Context: an optimization exercise on an open-source flow, tuned for small area. The choices shown serve that exercise and are no tape-out recipe. Function was checked by simulation only, so behaviour that the tests miss may differ from the original.

==> flow/design.v <==
module crc_10(
  input [47:0] data_in,
  input crc_en,
  input crc_init,
  output [9:0] crc_out,
  input rst_n,
  input clk);
  reg [9:0] lfsr_q,lfsr_c;
  assign crc_out = lfsr_q;
  always @(*) begin
    lfsr_c[0] = lfsr_q[1] ^ lfsr_q[3] ^ lfsr_q[4] ^ lfsr_q[8] ^ data_in[0] ^ data_in[1] ^ data_in[2] ^ data_in[3] ^ data_in[4] ^ data_in[9] ^ data_in[15] ^ data_in[16] ^ data_in[17] ^ data_in[19] ^ data_in[23] ^ data_in[24] ^ data_in[27] ^ data_in[28] ^ data_in[30] ^ data_in[31] ^ data_in[32] ^ data_in[33] ^ data_in[34] ^ data_in[36] ^ data_in[37] ^ data_in[39] ^ data_in[41] ^ data_in[42] ^ data_in[46];
    lfsr_c[1] = lfsr_q[0] ^ lfsr_q[1] ^ lfsr_q[2] ^ lfsr_q[3] ^ lfsr_q[5] ^ lfsr_q[8] ^ lfsr_q[9] ^ data_in[0] ^ data_in[5] ^ data_in[9] ^ data_in[10] ^ data_in[15] ^ data_in[18] ^ data_in[19] ^ data_in[20] ^ data_in[23] ^ data_in[25] ^ data_in[27] ^ data_in[29] ^ data_in[30] ^ data_in[35] ^ data_in[36] ^ data_in[38] ^ data_in[39] ^ data_in[40] ^ data_in[41] ^ data_in[43] ^ data_in[46] ^ data_in[47];
    lfsr_c[2] = lfsr_q[1] ^ lfsr_q[2] ^ lfsr_q[3] ^ lfsr_q[4] ^ lfsr_q[6] ^ lfsr_q[9] ^ data_in[1] ^ data_in[6] ^ data_in[10] ^ data_in[11] ^ data_in[16] ^ data_in[19] ^ data_in[20] ^ data_in[21] ^ data_in[24] ^ data_in[26] ^ data_in[28] ^ data_in[30] ^ data_in[31] ^ data_in[36] ^ data_in[37] ^ data_in[39] ^ data_in[40] ^ data_in[41] ^ data_in[42] ^ data_in[44] ^ data_in[47];
    lfsr_c[3] = lfsr_q[0] ^ lfsr_q[2] ^ lfsr_q[3] ^ lfsr_q[4] ^ lfsr_q[5] ^ lfsr_q[7] ^ data_in[2] ^ data_in[7] ^ data_in[11] ^ data_in[12] ^ data_in[17] ^ data_in[20] ^ data_in[21] ^ data_in[22] ^ data_in[25] ^ data_in[27] ^ data_in[29] ^ data_in[31] ^ data_in[32] ^ data_in[37] ^ data_in[38] ^ data_in[40] ^ data_in[41] ^ data_in[42] ^ data_in[43] ^ data_in[45];
    lfsr_c[4] = lfsr_q[0] ^ lfsr_q[5] ^ lfsr_q[6] ^ data_in[0] ^ data_in[1] ^ data_in[2] ^ data_in[4] ^ data_in[8] ^ data_in[9] ^ data_in[12] ^ data_in[13] ^ data_in[15] ^ data_in[16] ^ data_in[17] ^ data_in[18] ^ data_in[19] ^ data_in[21] ^ data_in[22] ^ data_in[24] ^ data_in[26] ^ data_in[27] ^ data_in[31] ^ data_in[34] ^ data_in[36] ^ data_in[37] ^ data_in[38] ^ data_in[43] ^ data_in[44];
    lfsr_c[5] = lfsr_q[0] ^ lfsr_q[3] ^ lfsr_q[4] ^ lfsr_q[6] ^ lfsr_q[7] ^ lfsr_q[8] ^ data_in[0] ^ data_in[4] ^ data_in[5] ^ data_in[10] ^ data_in[13] ^ data_in[14] ^ data_in[15] ^ data_in[18] ^ data_in[20] ^ data_in[22] ^ data_in[24] ^ data_in[25] ^ data_in[30] ^ data_in[31] ^ data_in[33] ^ data_in[34] ^ data_in[35] ^ data_in[36] ^ data_in[38] ^ data_in[41] ^ data_in[42] ^ data_in[44] ^ data_in[45] ^ data_in[46];
    lfsr_c[6] = lfsr_q[1] ^ lfsr_q[4] ^ lfsr_q[5] ^ lfsr_q[7] ^ lfsr_q[8] ^ lfsr_q[9] ^ data_in[1] ^ data_in[5] ^ data_in[6] ^ data_in[11] ^ data_in[14] ^ data_in[15] ^ data_in[16] ^ data_in[19] ^ data_in[21] ^ data_in[23] ^ data_in[25] ^ data_in[26] ^ data_in[31] ^ data_in[32] ^ data_in[34] ^ data_in[35] ^ data_in[36] ^ data_in[37] ^ data_in[39] ^ data_in[42] ^ data_in[43] ^ data_in[45] ^ data_in[46] ^ data_in[47];
    lfsr_c[7] = lfsr_q[0] ^ lfsr_q[2] ^ lfsr_q[5] ^ lfsr_q[6] ^ lfsr_q[8] ^ lfsr_q[9] ^ data_in[2] ^ data_in[6] ^ data_in[7] ^ data_in[12] ^ data_in[15] ^ data_in[16] ^ data_in[17] ^ data_in[20] ^ data_in[22] ^ data_in[24] ^ data_in[26] ^ data_in[27] ^ data_in[32] ^ data_in[33] ^ data_in[35] ^ data_in[36] ^ data_in[37] ^ data_in[38] ^ data_in[40] ^ data_in[43] ^ data_in[44] ^ data_in[46] ^ data_in[47];
    lfsr_c[8] = lfsr_q[0] ^ lfsr_q[1] ^ lfsr_q[3] ^ lfsr_q[6] ^ lfsr_q[7] ^ lfsr_q[9] ^ data_in[3] ^ data_in[7] ^ data_in[8] ^ data_in[13] ^ data_in[16] ^ data_in[17] ^ data_in[18] ^ data_in[21] ^ data_in[23] ^ data_in[25] ^ data_in[27] ^ data_in[28] ^ data_in[33] ^ data_in[34] ^ data_in[36] ^ data_in[37] ^ data_in[38] ^ data_in[39] ^ data_in[41] ^ data_in[44] ^ data_in[45] ^ data_in[47];
    lfsr_c[9] = lfsr_q[0] ^ lfsr_q[2] ^ lfsr_q[3] ^ lfsr_q[7] ^ data_in[0] ^ data_in[1] ^ data_in[2] ^ data_in[3] ^ data_in[8] ^ data_in[14] ^ data_in[15] ^ data_in[16] ^ data_in[18] ^ data_in[22] ^ data_in[23] ^ data_in[26] ^ data_in[27] ^ data_in[29] ^ data_in[30] ^ data_in[31] ^ data_in[32] ^ data_in[33] ^ data_in[35] ^ data_in[36] ^ data_in[38] ^ data_in[40] ^ data_in[41] ^ data_in[45];
  end  
  always @(posedge clk or negedge rst_n) begin
    if(!rst_n) begin
        lfsr_q <= {10{1'b1}};
    end
    else if(crc_init)
        lfsr_q <= {10{1'b1}};
    else begin
        lfsr_q <= crc_en ? lfsr_c : lfsr_q;
    end
  end  
endmodule  
module mac_table_ram #(
    parameter AW = 6
) (
    input  wire        clk,
    input  wire        rst_n,
    input  wire        wea,
    input  wire [AW-1:0] addra,
    input  wire [63:0] dina,
    output reg  [63:0] douta,
    input  wire        web,
    input  wire [AW-1:0] addrb,
    input  wire [63:0] dinb,
    output reg  [63:0] doutb
);
reg [61:0] mem [0:(1<<AW)-1];
reg [(1<<AW)-1:0] valid;
reg [(1<<AW)-1:0] seen;
reg [63:0] douta_s1;
reg [63:0] doutb_s1;
always @(posedge clk) begin
    if(web)
        mem[addrb] <= dinb[61:0];
    if(wea)
        mem[addra] <= dina[61:0];
end
always @(posedge clk or negedge rst_n) begin
    if(!rst_n) begin
        valid <= {(1<<AW){1'b0}};
        seen  <= {(1<<AW){1'b0}};
    end else begin
        if(web) begin
            valid[addrb] <= dinb[63];
            seen[addrb]  <= dinb[62];
        end
        if(wea) begin
            valid[addra] <= dina[63];
            seen[addra]  <= dina[62];
        end
    end
end
always @(posedge clk) begin
    douta_s1 <= {valid[addra], seen[addra], mem[addra]};
    douta    <= douta_s1;
    if(web)
        doutb_s1 <= dinb;
    else
        doutb_s1 <= {valid[addrb], seen[addrb], mem[addrb]};
    doutb    <= doutb_s1;
end
endmodule
module mac_addr#(
    parameter OLD_TIME = 16'd1500,
    parameter AW = 4, 
    parameter TABLE_END = 10'd1 << AW 
)
(
    input wire sys_clk,
    input wire sys_rst_n,
	input wire mac_addr_en		, 
	input wire [47:0] D_mac		, 
	input wire [47:0] S_mac		, 
    input wire [2:0] S_port_num, 
    output wire [2:0] D_port_num, 
    output reg D_port_num_en, 
    output reg flooding 
);
localparam IDLE     = 5'b0_0001;
localparam HASH     = 5'b0_0010;
localparam SEARCH   = 5'b0_0100; 
localparam WRITE    = 5'b0_1000; 
localparam FLOODING = 5'b1_0000;
reg [4:0] cur_state;
reg [4:0] next_state;
reg [2:0] search_cnt;
reg [2:0] write_cnt;
reg crc_en;
reg crc_init;
wire [9:0] D_mac_addr;
wire [9:0] S_mac_addr;
reg [9:0] mac_addr;
reg [63:0] D_mac_table;
reg [63:0] S_mac_table;
reg [63:0] S_mac_table_din;
reg S_mac_table_we;
wire [63:0] mac_table;
always @(posedge sys_clk or negedge sys_rst_n) begin
    if(!sys_rst_n)
        search_cnt <= 3'b0;
    else
        case(next_state)
            SEARCH:
                search_cnt <= search_cnt + 1;
            default: 
                search_cnt <= 3'b0;
        endcase
end
always @(posedge sys_clk or negedge sys_rst_n) begin
    if(!sys_rst_n)
        write_cnt <= 3'b0;
    else
        case(next_state)
            WRITE:
                write_cnt <= write_cnt + 1;
            default:
                write_cnt <= 3'b0;
        endcase
end
always @(posedge sys_clk or negedge sys_rst_n) begin
    if(!sys_rst_n)
        cur_state <= IDLE;
    else
        cur_state <= next_state;
end
always @(*) begin
    next_state = IDLE;
    case(cur_state)
        IDLE:
            if(mac_addr_en && D_mac == 48'hff_ff_ff_ff_ff_ff)
                next_state = FLOODING;
            else if(mac_addr_en)
                next_state = HASH;
            else    
                next_state = cur_state;
        HASH:
            next_state = SEARCH;
        SEARCH:
            if(search_cnt == 3'd3 && D_mac_table[63] == 1'b0)
                next_state = FLOODING;
            else if(search_cnt == 3'd3)
                next_state = WRITE;
            else
                next_state = cur_state;
        WRITE:
            if(write_cnt == 3'd4)
                next_state = IDLE;
            else
                next_state = cur_state;
        FLOODING:
            next_state = WRITE;
    endcase
end
always @(*) begin
    if(cur_state == FLOODING)
        flooding = 1'b1;
    else    
        flooding = 1'b0;
end
always @(posedge sys_clk or negedge sys_rst_n) begin
    if(!sys_rst_n)
        crc_en <= 1'b0;
    else
        case (next_state)
            HASH: 
                crc_en <= 1'b1;
            default: crc_en <= 1'b0;
        endcase
end
always @(*) begin
    if(!sys_rst_n)
        crc_init = 1'b0;
    else
        case (cur_state)
            IDLE: 
                if(mac_addr_en)
                    crc_init = 1'b1;
                else
                    crc_init = 1'b0;
            default: crc_init = 1'b0;
        endcase
end
always @(*) begin
    if(!sys_rst_n)
        mac_addr = 10'b0;
    else
        case (cur_state)
            SEARCH: 
                mac_addr = D_mac_addr;
            WRITE:
                mac_addr = S_mac_addr;
            default: mac_addr = 10'b0;
        endcase
end
assign D_port_num = D_mac_table[12:10];
reg [63:0] D_mac_table_q;
always @(posedge sys_clk or negedge sys_rst_n) begin
    if(!sys_rst_n)
        D_mac_table_q <= 64'b0;
    else if(cur_state == SEARCH && search_cnt == 3'd3)
        D_mac_table_q <= mac_table;
end
always @(*) begin
    if(cur_state == SEARCH && search_cnt == 3'd3)
        D_mac_table = mac_table;
    else
        D_mac_table = D_mac_table_q;
end
always @(*) begin
    if(!sys_rst_n)
        D_port_num_en = 1'b0;
    else
        case (cur_state)
            SEARCH: 
                if(search_cnt == 3'd3 && D_mac_table[63] != 1'b0)
                    D_port_num_en = 1'b1;
                else
                    D_port_num_en = 1'b0;
            default: 
                D_port_num_en = 1'b0;
        endcase
end
always @(posedge sys_clk or negedge sys_rst_n) begin
    if(!sys_rst_n)
        S_mac_table <= 64'b0;
    else if(cur_state == WRITE && write_cnt == 3'd3)
        S_mac_table <= mac_table;
end
always @(*) begin
    S_mac_table_we = 1'b0;
    S_mac_table_din = 64'b0;
    if(cur_state == WRITE && write_cnt == 3'd4) begin
        S_mac_table_we = 1'b1;
        if(S_mac_table[63] == 1'b1 && S_mac_table[60:13] == S_mac)
            S_mac_table_din = {1'b1, 1'b1, 1'b0, S_mac_table[60:0]};
        else
            S_mac_table_din = {1'b1, 1'b1, 1'b0, S_mac, S_port_num, 10'b0};
    end
end
localparam OLD_IDLE = 2'b01;
localparam OLDING  = 2'b10;
reg [15:0] old_cnt;
reg [3:0] search_write_cnt;
reg [1:0] old_cur_state;
reg [1:0] old_next_state;
reg olding_we;
reg [9:0] olding_addr;
reg [63:0] wr_olding_table;
wire [63:0] rd_olding_table;
always @(posedge sys_clk or negedge sys_rst_n) begin
    if(!sys_rst_n)
        old_cnt <= 16'd0;
    else
        case(old_next_state)
            OLD_IDLE:
                old_cnt <= old_cnt + 1;
            default:
                old_cnt <= 16'd0;
        endcase
end
always @(posedge sys_clk or negedge sys_rst_n) begin
    if(!sys_rst_n)
        search_write_cnt <= 4'd0;
    else 
        case(old_next_state)
            OLDING:
                if(search_write_cnt == 4'd2)
                    search_write_cnt <= 4'd0;
                else
                    search_write_cnt <= search_write_cnt + 1;
            default:
                search_write_cnt <= 4'd0;
        endcase
end
always @(posedge sys_clk or negedge sys_rst_n) begin
    if(!sys_rst_n)
        old_cur_state <= OLD_IDLE;
    else
        old_cur_state <= old_next_state;
end
always @(*) begin
    old_next_state = OLD_IDLE;
    case(old_cur_state)
        OLD_IDLE:
            if(old_cnt == OLD_TIME)
                old_next_state = OLDING;
            else
                old_next_state = old_cur_state;
        OLDING:
            if(olding_addr == TABLE_END) 
                old_next_state = OLD_IDLE;
            else
                old_next_state = old_cur_state;
        default: old_next_state = OLD_IDLE;
    endcase
end
always @(*) begin
    olding_we = 1'b0;
    wr_olding_table = 64'd0;
    if(old_cur_state == OLDING)
        case(search_write_cnt)
            4'd2: begin
                    case(rd_olding_table[63:62])
                        2'b11:
                            wr_olding_table = {2'b10,rd_olding_table[61:0]};
                        2'b10:
                            wr_olding_table = {2'b00,rd_olding_table[61:0]};
                        default:
                            wr_olding_table = 64'd0;
                    endcase
                    olding_we = 1'b1;
                end
            default:
                olding_we = 1'b0;
        endcase
end
always @(posedge sys_clk or negedge sys_rst_n) begin
    if(!sys_rst_n)
        olding_addr <= 10'd0;
    else
        case(old_next_state)
            OLDING:
                if(olding_we == 1'b1)
                    olding_addr <= olding_addr + 1;
                else
                    olding_addr <= olding_addr;
            default:
                olding_addr <= 10'd0;
        endcase
end
crc_10 crc_10_instD(
    .data_in    (D_mac), 
    .crc_en     (crc_en), 
    .crc_init   (crc_init), 
    .crc_out    (D_mac_addr), 
    .rst_n      (sys_rst_n), 
    .clk        (sys_clk) 
    );
crc_10 crc_10_instS(
    .data_in    (S_mac), 
    .crc_en     (crc_en), 
    .crc_init   (crc_init), 
    .crc_out    (S_mac_addr), 
    .rst_n      (sys_rst_n), 
    .clk        (sys_clk) 
    );
mac_table_ram #(.AW(AW)) mac_table_ram_inst (
    .clk(sys_clk),
    .rst_n(sys_rst_n),
    .wea(S_mac_table_we),
    .addra(mac_addr[AW-1:0]),
    .dina(S_mac_table_din),
    .douta(mac_table),
    .web(olding_we),
    .addrb(olding_addr[AW-1:0]),
    .dinb(wr_olding_table),
    .doutb(rd_olding_table)
);
endmodule
==> flow/run.sh <==
#!/bin/bash
# synth_recipe.tcl (not shown) runs the flow's synth.tcl, then flattens the netlist and writes it again
# the make line also repeats each setting of config.mk as NAME=value (left out here)
make -C /OpenROAD-flow-scripts/flow DESIGN_CONFIG=/design/flow/config.mk WORK_HOME=/design/flow/orfs CLKGATE_MAP_FILE= SYNTH_SCRIPT=/design/flow/synth_recipe.tcl finish
==> flow/config.mk <==
export PLATFORM = sky130hd
export DESIGN_NAME = mac_addr
export DESIGN_NICKNAME = mac_addr
export VERILOG_FILES = /design/flow/design.v
export SDC_FILE = /design/flow/constraint.sdc
export NUM_CORES = 4
export LEC_CHECK = 0
export CAP_MARGIN = 20
export CORE_MARGIN = 2
export CORE_UTILIZATION = 35
export SLEW_MARGIN = 20
==> flow/constraint.sdc <==
create_clock -name core_clock -period 10.0 [get_ports {sys_clk}]
set_input_delay 2.0000 -clock core_clock [delete_from_list [all_inputs] [get_ports {sys_clk}]]
set_output_delay 2.0000 -clock core_clock [all_outputs]
set_load 0.01 [all_outputs]
==> run notes, run 1 <==
Crit path largest cell delay=0.79 ns; outcome=no timing/DRC/antenna violations; worst slew pin tran=1.27 ns; Hold/Removal Path Class=reg2reg; Finished Cell Area=72,400 um^2; max-cap violation count=0; element type at the critical path end=flip-flop; Syn. warnings=3; Post-CTS Setup Inserts=0; CTS resizes=0; critical path fanouts, max=97; Initial Util=35.1%; ys async rst share=12.8%; total number of vias=53,200; final hold vios=0; Syn Inst Count=6,067; Site Rows=158; top sig layer=met5; Die Wd=435 um; Worst EP required=10.40 ns; total I/O pin count=107; # clock sinks=1,177; Clk Latency, worst-skew pair=0.81 ns; TritonCTS clock tree=built; clock skew=0.0434 ns; # port buffers=106; CP Cell Sequence=clkbuf_8, or4b_4, a21o_4, inv_8, ha_1, nand2_1, nor2_4, inv_1, nand2_4; routed wl met2=115 mm; CP max-delay cell=nor2_4; vias in the first global route=51,400; H-tree depth=4; Rel. slew slack=14.2%; final worst-path cycle share=61.6%; Max Root-Sink Buffers=3; Total Routed Length=252 mm; Die ar.=189,000 um^2; CP delay by family, top=simple AND/OR/NAND/NOR gates; Routed WL per cell=30.1 um; Cell Area, Synth=65,000 um^2; WL met1=91.5 mm; hold_buf cts=0; initial antenna violation count=18; crit path DAT=6.55 ns; synth unique cells=78; final setup violation count=0; P&R area growth vs syn=11.5%; Buf/Inv on CP=3; clock buffer count from CTS=133; total track usage=25.8%; Worst-path clk slew=0.06 ns; Seq/Total Area, Yosys=50.0%; Final GP Congestion=0.894; syn nets=6,190; Root Buffer=clkbuf_16; WL met3=29.5 mm; type of the worst setup path=in2reg; largest net degree at the start of global routing=147; ANT nets after route=0; register area=32,500 um^2; final period demand of the worst path=6.16 ns; synthesized area per cell=10.7 um^2; die span in y=435 um; DP Wirelength=136 mm; Setup Total Neg Slack=0 ns; share of cells above drive strength 1=12.9%; FMAX=162 MHz; drt drc=0; critical path startpoint category=input port; synthesized flop and latch total=1,177; area of the multi-input gates=29,900 um^2; Slew Viols, Final=0; Post-DP Area=67,900 um^2; first-pass GRT wire length=360 mm; Post-synth EDFFs=816; DR iter-0 viols=7,727; fillers=17,500; prevailing post-synth register cell=edfxtp_1; Finished Core Util=39.2%; Initial DRT Pass Iterations=8; gr ovfl total=0; RSZ-0062 raised after global routing=no; Final nets=5,889; Core Area=185,000 um^2; Via density=6.35
-- cells by family after synthesis --
family | synth area share [%]
xor gates and xnor gates | 5.39
buffers and inverters | 4.63
AOI/OAI and AO/OA | 14.8
muxes | 10.3
adders and majority gates | 0.404
DFF | 50.0
and+or+nand+nor | 14.4
-- path summary, 6_finish.rpt --
kind	start	to	slack, ns	depth (start not counted)
setup reg to reg	cur_state[4]	mac_table_ram_inst.mem[5][30]	5.00	8
hold reg to reg	mac_table_ram_inst.doutb_s1[25]	mac_table_ram_inst.doutb[25]	0.30	0
max in group asynchronous	sys_rst_n	S_mac_table[44]	7.47	2
hold / removal	mac_table_ram_inst.doutb_s1[25]	mac_table_ram_inst.doutb[25]	0.30	0
setup / recovery	sys_rst_n	mac_table_ram_inst.mem[5][30]	3.84	9
min in group asynchronous	sys_rst_n	search_cnt[2]	1.19	1
-- worst reg2reg max path: stages (launching register included) --
cell	delay [ns]
dfrtp_1	0.49
or4b_4	0.61
a21o_4	0.34
inv_8	0.61
ha_1	0.39
nand2_1	0.25
nor2_4	0.79
inv_1	0.26
nand2_4	0.79
-- sequential cells by signal, summed over array words and instances, names as in the netlist, 4 cells and up --
signal	flops
mac_table_ram_inst.seen	16
crc_10_instS.lfsr_q	10
mac_table_ram_inst.mem	816
mac_table_ram_inst.doutb_s1	53
search_write_cnt	4
crc_10_instD.lfsr_q	10
mac_table_ram_inst.douta	52
mac_table_ram_inst.doutb	53
olding_addr	10
cur_state	5
mac_table_ram_inst.valid	16
old_cnt	16
S_mac_table	52
mac_table_ram_inst.douta_s1	52
-- placed cells by master, fill, tap and decap left out, types with 14 or more instances in the layout --
| cell type | instances |
|---|---|
| or4_1 | 54 |
| nand2_1 | 1605 |
| nor2_4 | 16 |
| clkbuf_1 | 32 |
| dfxtp_1 | 210 |
| nand3_1 | 32 |
| or3_1 | 51 |
| buf_4 | 124 |
| o31ai_1 | 771 |
| xnor2_1 | 183 |
| xnor3_1 | 45 |
| a311oi_1 | 208 |
| nor4_1 | 18 |
| dfrtp_1 | 126 |
| a21oi_1 | 14 |
| xor2_1 | 96 |
| a22oi_1 | 20 |
| clkinv_2 | 17 |
| clkbuf_8 | 25 |
| inv_1 | 25 |
| nand4_1 | 23 |
| dfstp_2 | 22 |
| mux2_2 | 53 |
| mux4_2 | 265 |
| clkbuf_16 | 142 |
| o21ai_0 | 281 |
| clkdlybuf4s50_1 | 104 |
| and3_1 | 217 |
| edfxtp_1 | 816 |
| nand2_4 | 18 |
| ha_1 | 21 |
| nor2_1 | 76 |
-- per-stage QoR --
| stage | std cells | setup slack, ns | hold slack [ns] |
|---|---|---|---|
| global placement | 8110 | 2.97 | 0.310 |
| CTS | 8358 | 3.72 | 0.309 |
| detailed placement | 8110 | 2.89 | 0.312 |
| finish | 8370 | 3.84 | 0.305 |
| floorplan | 6067 | 2.91 | 0.310 |
| global route | 8368 | 3.61 | 0.314 |
-- cell usage after synthesis (5+ instances only) --
library cell / instances / area, um^2
nand2_1: 1623 / 6090
edfxtp_1: 816 / 24500
o31ai_1: 771 / 5790
clkbuf_1: 446 / 1670
o21ai_0: 283 / 1420
mux4_2: 265 / 5970
and3_1: 217 / 1360
dfxtp_1: 210 / 4200
a311oi_1: 208 / 1820
xnor2_1: 183 / 1600
buf_2: 138 / 691
dfrtp_1: 129 / 3230
xor2_1: 96 / 841
nor2_1: 83 / 312
buf_1: 60 / 225
or4_1: 54 / 405
mux2_2: 53 / 597
or3_1: 51 / 319
xnor3_1: 45 / 1010
nand3_1: 43 / 215
inv_1: 27 / 101
nand4_1: 23 / 144
dfstp_2: 22 / 578
ha_1: 21 / 263
a22oi_1: 20 / 150
buf_4: 20 / 150
nor4_1: 18 / 113
a21oi_1: 14 / 70.1
buf_6: 14 / 158
o21ai_1: 12 / 60.1
and2_1: 7 / 43.8
nor2_2: 7 / 43.8
nor2b_1: 7 / 43.8
nor3_1: 7 / 35.0
mux2i_1: 5 / 50.1
nand3b_1: 5 / 37.5
-- metal layers --
metal  vias to the layer above  track usage (%)
met1                     26200             32.7
met3                       883             5.36
met5                         -                0
li1                      22100                -
met4                         4             15.1
met2                      4022             40.8
-- layout make-up --
class	instances	share of cell area (%)
clock buffer	199	5.54
tap	2480	4.28
antenna	11	0.0380
sequential	1177	44.9
inverter	29	0.181
clock inverter	49	0.700
timing repair buffer	242	3.08
multi-input combinational	4183	41.3
==> run 2, diff against run 1 <==
==> flow/design.v (replaced) <==
module crc_10(
  input  [47:0] data_in,
  output [3:0]  crc_out);
  assign crc_out[0] =   ^(data_in & 48'h46b7d98b821f);
  assign crc_out[1] = ~(^(data_in & 48'hcbd86a9c8621));
  assign crc_out[2] =   ^(data_in & 48'h97b0d5390c42);
  assign crc_out[3] =   ^(data_in & 48'h2f61aa721884);
endmodule
module mac_table_ram (
    input  wire        clk,
    input  wire        rst_n,
    input  wire [3:0]  idx,
    input  wire [47:0] mac,        
    input  wire [2:0]  port,       
    input  wire        we,         
    input  wire        we_port,    
    output reg         rd_valid,
    output reg  [2:0]  rd_port,
    output wire        rd_match,   
    input  wire        age,        
    input  wire [3:0]  age_addr
);
wire [43:0] key = {mac[47:8], mac[4], mac[2:0]};
wire [3:0]  ext = {mac[7], mac[6], mac[5], mac[3]};
reg [43:0] tab_key  [0:15];
reg [2:0]  tab_port [0:15];
reg [3:0]  ext15;
reg [15:0] valid;
reg [15:0] seen;
wire [15:0] sel = 16'd1 << idx;
wire [15:0] asel = 16'd1 << age_addr;
integer k;
always @(posedge clk) begin
    for (k = 0; k < 16; k = k + 1) begin
        if (we && sel[k])
            tab_key[k] <= key;
        if (we && we_port && sel[k])
            tab_port[k] <= port;
    end
    if (we && sel[15])
        ext15 <= ext;
end
always @(posedge clk or negedge rst_n) begin
    if (!rst_n) begin
        valid <= 16'd0;
        seen  <= 16'd0;
    end else begin
        for (k = 0; k < 16; k = k + 1) begin
            if (we && sel[k]) begin
                valid[k] <= 1'b1;
                seen[k]  <= 1'b1;
            end else if (age && asel[k]) begin
                valid[k] <= seen[k];
                seen[k]  <= 1'b0;
            end
        end
    end
end
reg [43:0] rd_key;
always @(*) begin
    rd_valid = 1'b0;
    rd_port  = 3'd0;
    rd_key   = 44'd0;
    for (k = 0; k < 16; k = k + 1) begin
        rd_valid = rd_valid | (sel[k] & valid[k]);
        rd_port  = rd_port  | ({3{sel[k]}} & tab_port[k]);
        rd_key   = rd_key   | ({44{sel[k]}} & tab_key[k]);
    end
end
assign rd_match = (rd_key == key) && (!sel[15] || ext15 == ext);
endmodule
module mac_addr#(
    parameter OLD_TIME = 16'd1500,
    parameter AW = 4, 
    parameter TABLE_END = 10'd1 << AW 
)
(
    input wire sys_clk,
    input wire sys_rst_n,
    input wire mac_addr_en,
    input wire [47:0] D_mac,
    input wire [47:0] S_mac,
    input wire [2:0] S_port_num,
    output wire [2:0] D_port_num,
    output wire D_port_num_en,
    output wire flooding
);
localparam [3:0] IDLE = 4'd0, HASH = 4'd1, S1 = 4'd2, S2 = 4'd3, S3 = 4'd4,
                 FLOOD = 4'd5, W1 = 4'd6, W2 = 4'd7, W3 = 4'd8, W4 = 4'd9;
reg [3:0] st;
reg [3:0] st_nx;
reg       vsnap;         
wire bcast = &D_mac;
always @(*) begin
    case (st)
        IDLE:    st_nx = mac_addr_en ? (bcast ? FLOOD : HASH) : IDLE;
        S3:      st_nx = vsnap ? W1 : FLOOD;
        W4:      st_nx = IDLE;
        default: st_nx = st + 4'd1;
    endcase
end
always @(posedge sys_clk or negedge sys_rst_n) begin
    if (!sys_rst_n)
        st <= IDLE;
    else
        st <= st_nx;
end
assign flooding      = (st == FLOOD);
assign D_port_num_en = (st == S3) && vsnap;
wire        dphase = (st == HASH) || (st == S1) || (st == S2) || (st == S3);
wire [3:0]  h;
crc_10 crc_10_inst(
    .data_in (dphase ? D_mac : S_mac),
    .crc_out (h)
);
wire [3:0] idx = (!dphase && bcast) ? 4'd15 : h;
reg [1:0] sub;
reg [9:0] grp;
always @(posedge sys_clk or negedge sys_rst_n) begin
    if (!sys_rst_n) begin
        sub <= 2'd0;
        grp <= 10'd508;
    end else if (sub == 2'd2) begin
        sub <= 2'd0;
        grp <= (grp == 10'd1023) ? 10'd508 : grp + 10'd1;
    end else
        sub <= sub + 2'd1;
end
wire sweep = &grp[9:4];
wire age   = sweep && (sub == 2'd2);
wire age_soon = sweep && (sub != 2'd2) && (grp[3:0] == idx);
wire rd_valid;
wire rd_match;
always @(posedge sys_clk or negedge sys_rst_n) begin
    if (!sys_rst_n)
        vsnap <= 1'b0;
    else if (st == S1 || st == W1)
        vsnap <= rd_valid;
end
mac_table_ram mac_table_ram_inst (
    .clk      (sys_clk),
    .rst_n    (sys_rst_n),
    .idx      (idx),
    .mac      (S_mac),
    .port     (S_port_num),
    .we       ((st == W4) && !age_soon),
    .we_port  (!(vsnap && rd_match)),
    .rd_valid (rd_valid),
    .rd_port  (D_port_num),
    .rd_match (rd_match),
    .age      (age),
    .age_addr (grp[3:0])
);
endmodule
==> run notes, run 2 <==
DR iter-0 viols=3,269; synthesized area per cell=15.4 um^2; FF-to-FF setup slack=2.58 ns; Max Root-Sink Buffers=3; fillers=8,215; Final GP Congestion=0.897; Rel. slew slack=32.8%; leading area contributor after synthesis=edfxtp_1; register area=23,900 um^2; CTS resizes=0; # port buffers=106; total number of vias=21,300; Slew Viols, Final=0; Cell Area, Synth=32,500 um^2; final worst-path cycle share=88.7%; CP delay by family, top=XOR/XNOR gates; Final Non-Filler Cells=3,642; Final nets=2,444; RSZ-0062 raised after global routing=no; element type at the critical path end=output port; FMAX=113 MHz; area of the multi-input gates=8110 um^2; hold_buf cts=0; Core Area=91,800 um^2; final hold vios=0; Post-synth EDFFs=756; largest net degree at the start of global routing=50; gr ovfl total=0; top-area cell type share of the netlist area=69.8%; share of cells above drive strength 1=13.0%; Syn Inst Count=2,106; Hold/Removal Path Class=reg2reg; most frequent cell after synthesis=edfxtp_1; total track usage=23.0%; DP Wirelength=69.0 mm; Initial Util=35.4%; Most flops, register=mac_table_ram_inst.tab_key; critical path startpoint category=input port; final setup violation count=0; synth cell count leaders=756 x edfxtp_1, 252 x nand2_1, 94 x a21oi_1; outcome=no timing/DRC/antenna violations; Crit path largest cell delay=0.71 ns; # clock sinks=805; die span in y=309 um; ys async rst share=6.09%; critical path fanouts, max=18; TritonCTS clock tree=built; CP Cell Sequence=clkdlybuf4s50_1, buf_4, xnor3_1, xnor2_1, xnor3_1, mux2i_1, xnor2_2, nor4_1, or2_2, a211oi_1, nand4_1, clkdlybuf4s50_1; CP max-delay cell=or2_2; Seq/Total Area, Yosys=73.6%; Worst-path clk slew=0.06 ns; final period demand of the worst path=8.87 ns; Site Rows=111; H-tree depth=3; Clk Latency, worst-skew pair=0.66 ns; clock skew=0.0269 ns; Via density=5.85; Placed Instances=3,489; syn nets=2,218; type of the worst setup path=in2out; total I/O pin count=107; Largest register FFs=704; most area-consuming cells after synthesis=edfxtp_1 70%, dfrtp_1 3.2%, nand2_1 2.9%; clock buffer count from CTS=84; biggest regs=mac_table_ram_inst.tab_key (704), mac_table_ram_inst.tab_port (48); commonest non-fill, non-tap cells in the layout=756 x edfxtp_1, 252 x nand2_1, 113 x buf_4, 105 x clkdlybuf4s50_1, 94 x a21oi_1; ANT nets after route=0; Total Routed Length=111 mm; Buf/Inv on CP=3; drt drc=0; ANT cells=0; Root Buffer=clkbuf_16; max-cap violation count=0; synthesized flop and latch total=805; P&R area growth vs syn=18.6%; first-pass GRT wire length=156 mm; Die ar.=95,300 um^2; Routed WL per cell=30.4 um; vias in the first global route=20,800; Post-CTS Setup Inserts=0; most common cell after layout, fill and taps aside=edfxtp_1; crit path DAT=6.87 ns; worst slew pin tran=1.01 ns; Worst EP required=8.00 ns; synth unique cells=72; prevailing post-synth register cell=edfxtp_1; Die Wd=309 um; initial antenna violation count=3; Syn. warnings=4; Setup Total Neg Slack=0 ns; Initial DRT Pass Iterations=6
==> run 2: cell types whose count changed after synthesis, sizes merged, moves of 68 or more <==
cell,previous run,this run
nand2,1626,254
o31ai,771,3
clkbuf,446,39
o21ai,295,24
mux4,265,0
dfxtp,210,0
a311oi,208,0
and3,217,14
buf,232,57
xnor2,183,75
dfrtp,129,42
a21oi,15,94
mux2i,8,76
==> run 2: per-layer routing <==
metal / wire [um] / GRT usage, % / vias up
met5: 11 / 0 / -
met4: 4430 / 8.58 / 2
met3: 12400 / 4.71 / 228
met2: 51100 / 36.4 / 1401
met1: 42900 / 31.4 / 10900
li1: - / - / 8781
==> run 2: final timing paths <==
| path | startpoint | endpoint | depth (start not counted) |
|---|---|---|---|
| min reg2reg | sub[1] | sub[0] | 1 |
| max reg2reg | st[0] | mac_table_ram_inst.tab_port[15][0] | 21 |
| max in group asynchronous | sys_rst_n | mac_table_ram_inst.valid[3] | 1 |
| min in group asynchronous | sys_rst_n | grp[1] | 1 |
| min | sub[1] | sub[0] | 1 |
| max | S_mac[0] | D_port_num[1] | 12 |
==> run 2: kinds of logic (layout without fill, tap and decap cells) <==
| family | count (synthesis) | count (layout) | synth area share (%) |
|---|---|---|---|
| mux | 78 | 78 | 2.45 |
| xor+xnor | 133 | 133 | 4.73 |
| flops | 805 | 805 | 73.6 |
| fa+ha+maj | 10 | 10 | 0.385 |
| simple gates | 542 | 542 | 7.73 |
| buf+inv | 127 | 420 | 1.77 |
| compound gates | 411 | 411 | 9.30 |
==> run 2: layout make-up <==
| type | instances | area share [%] |
|---|---|---|
| inverters | 31 | 0.302 |
| well taps | 1243 | 4.03 |
| clock buffers | 101 | 5.62 |
| flip-flops and latches | 805 | 62.1 |
| repair buffers | 236 | 5.82 |
| multi-input cells | 1174 | 21.0 |
| clock inverters | 52 | 1.10 |
==> run 2: per-stage QoR <==
| stage | hold slack, ns | utilization [%] | cell area (um^2) | worst slack, ns |
|---|---|---|---|---|
| floorplan | 0.431 | - | 32500 | 2.93 |
| global placement | 0.452 | 39.2 | 36000 | 0.988 |
| detailed placement | 0.463 | 39.2 | 36000 | 0.926 |
| CTS | 0.472 | 42.0 | 38500 | 1.17 |
| global route | 0.480 | 42.0 | 38600 | 0.911 |
| finish | 0.465 | 42.0 | 38600 | 1.13 |

port drivers added, routing unchanged:
How much do the figures lean on ideal ports? The routed layouts below were timed once more, with nothing changed but the port constraints.
Step 1, drivers: a clkbuf_16 drives sys_clk and a buf_2 each remaining input, both assumed.
Step 2 also shifts input and output timing later by t, the mid clock arrival at the registers, as if the neighbouring blocks saw the same clock.
Slacks: no drivers / after step 1 / after step 2; pairs: no drivers / after step 1.
| run | t (ns) | slack for setup (ns) | latest minus earliest clock arrival (ns) | worst slew at a driven data input, ns | pins driven straight from the clock port |
|---|---|---|---|---|---|
| run 1 | 0.863 | 3.842 / 3.844 / 2.980 | 0.045 / 0.045 | 0.20 | 1 |
| run 2 | 0.706 | 1.128 / 1.051 / 0.737 | 0.028 / 0.029 | 0.10 | 1 |
After both steps setup and hold are still met in every run listed. For run 1, which loses most, drivers alone change the setup slack by +0.002 ns; drivers and shift together by -0.862 ns.
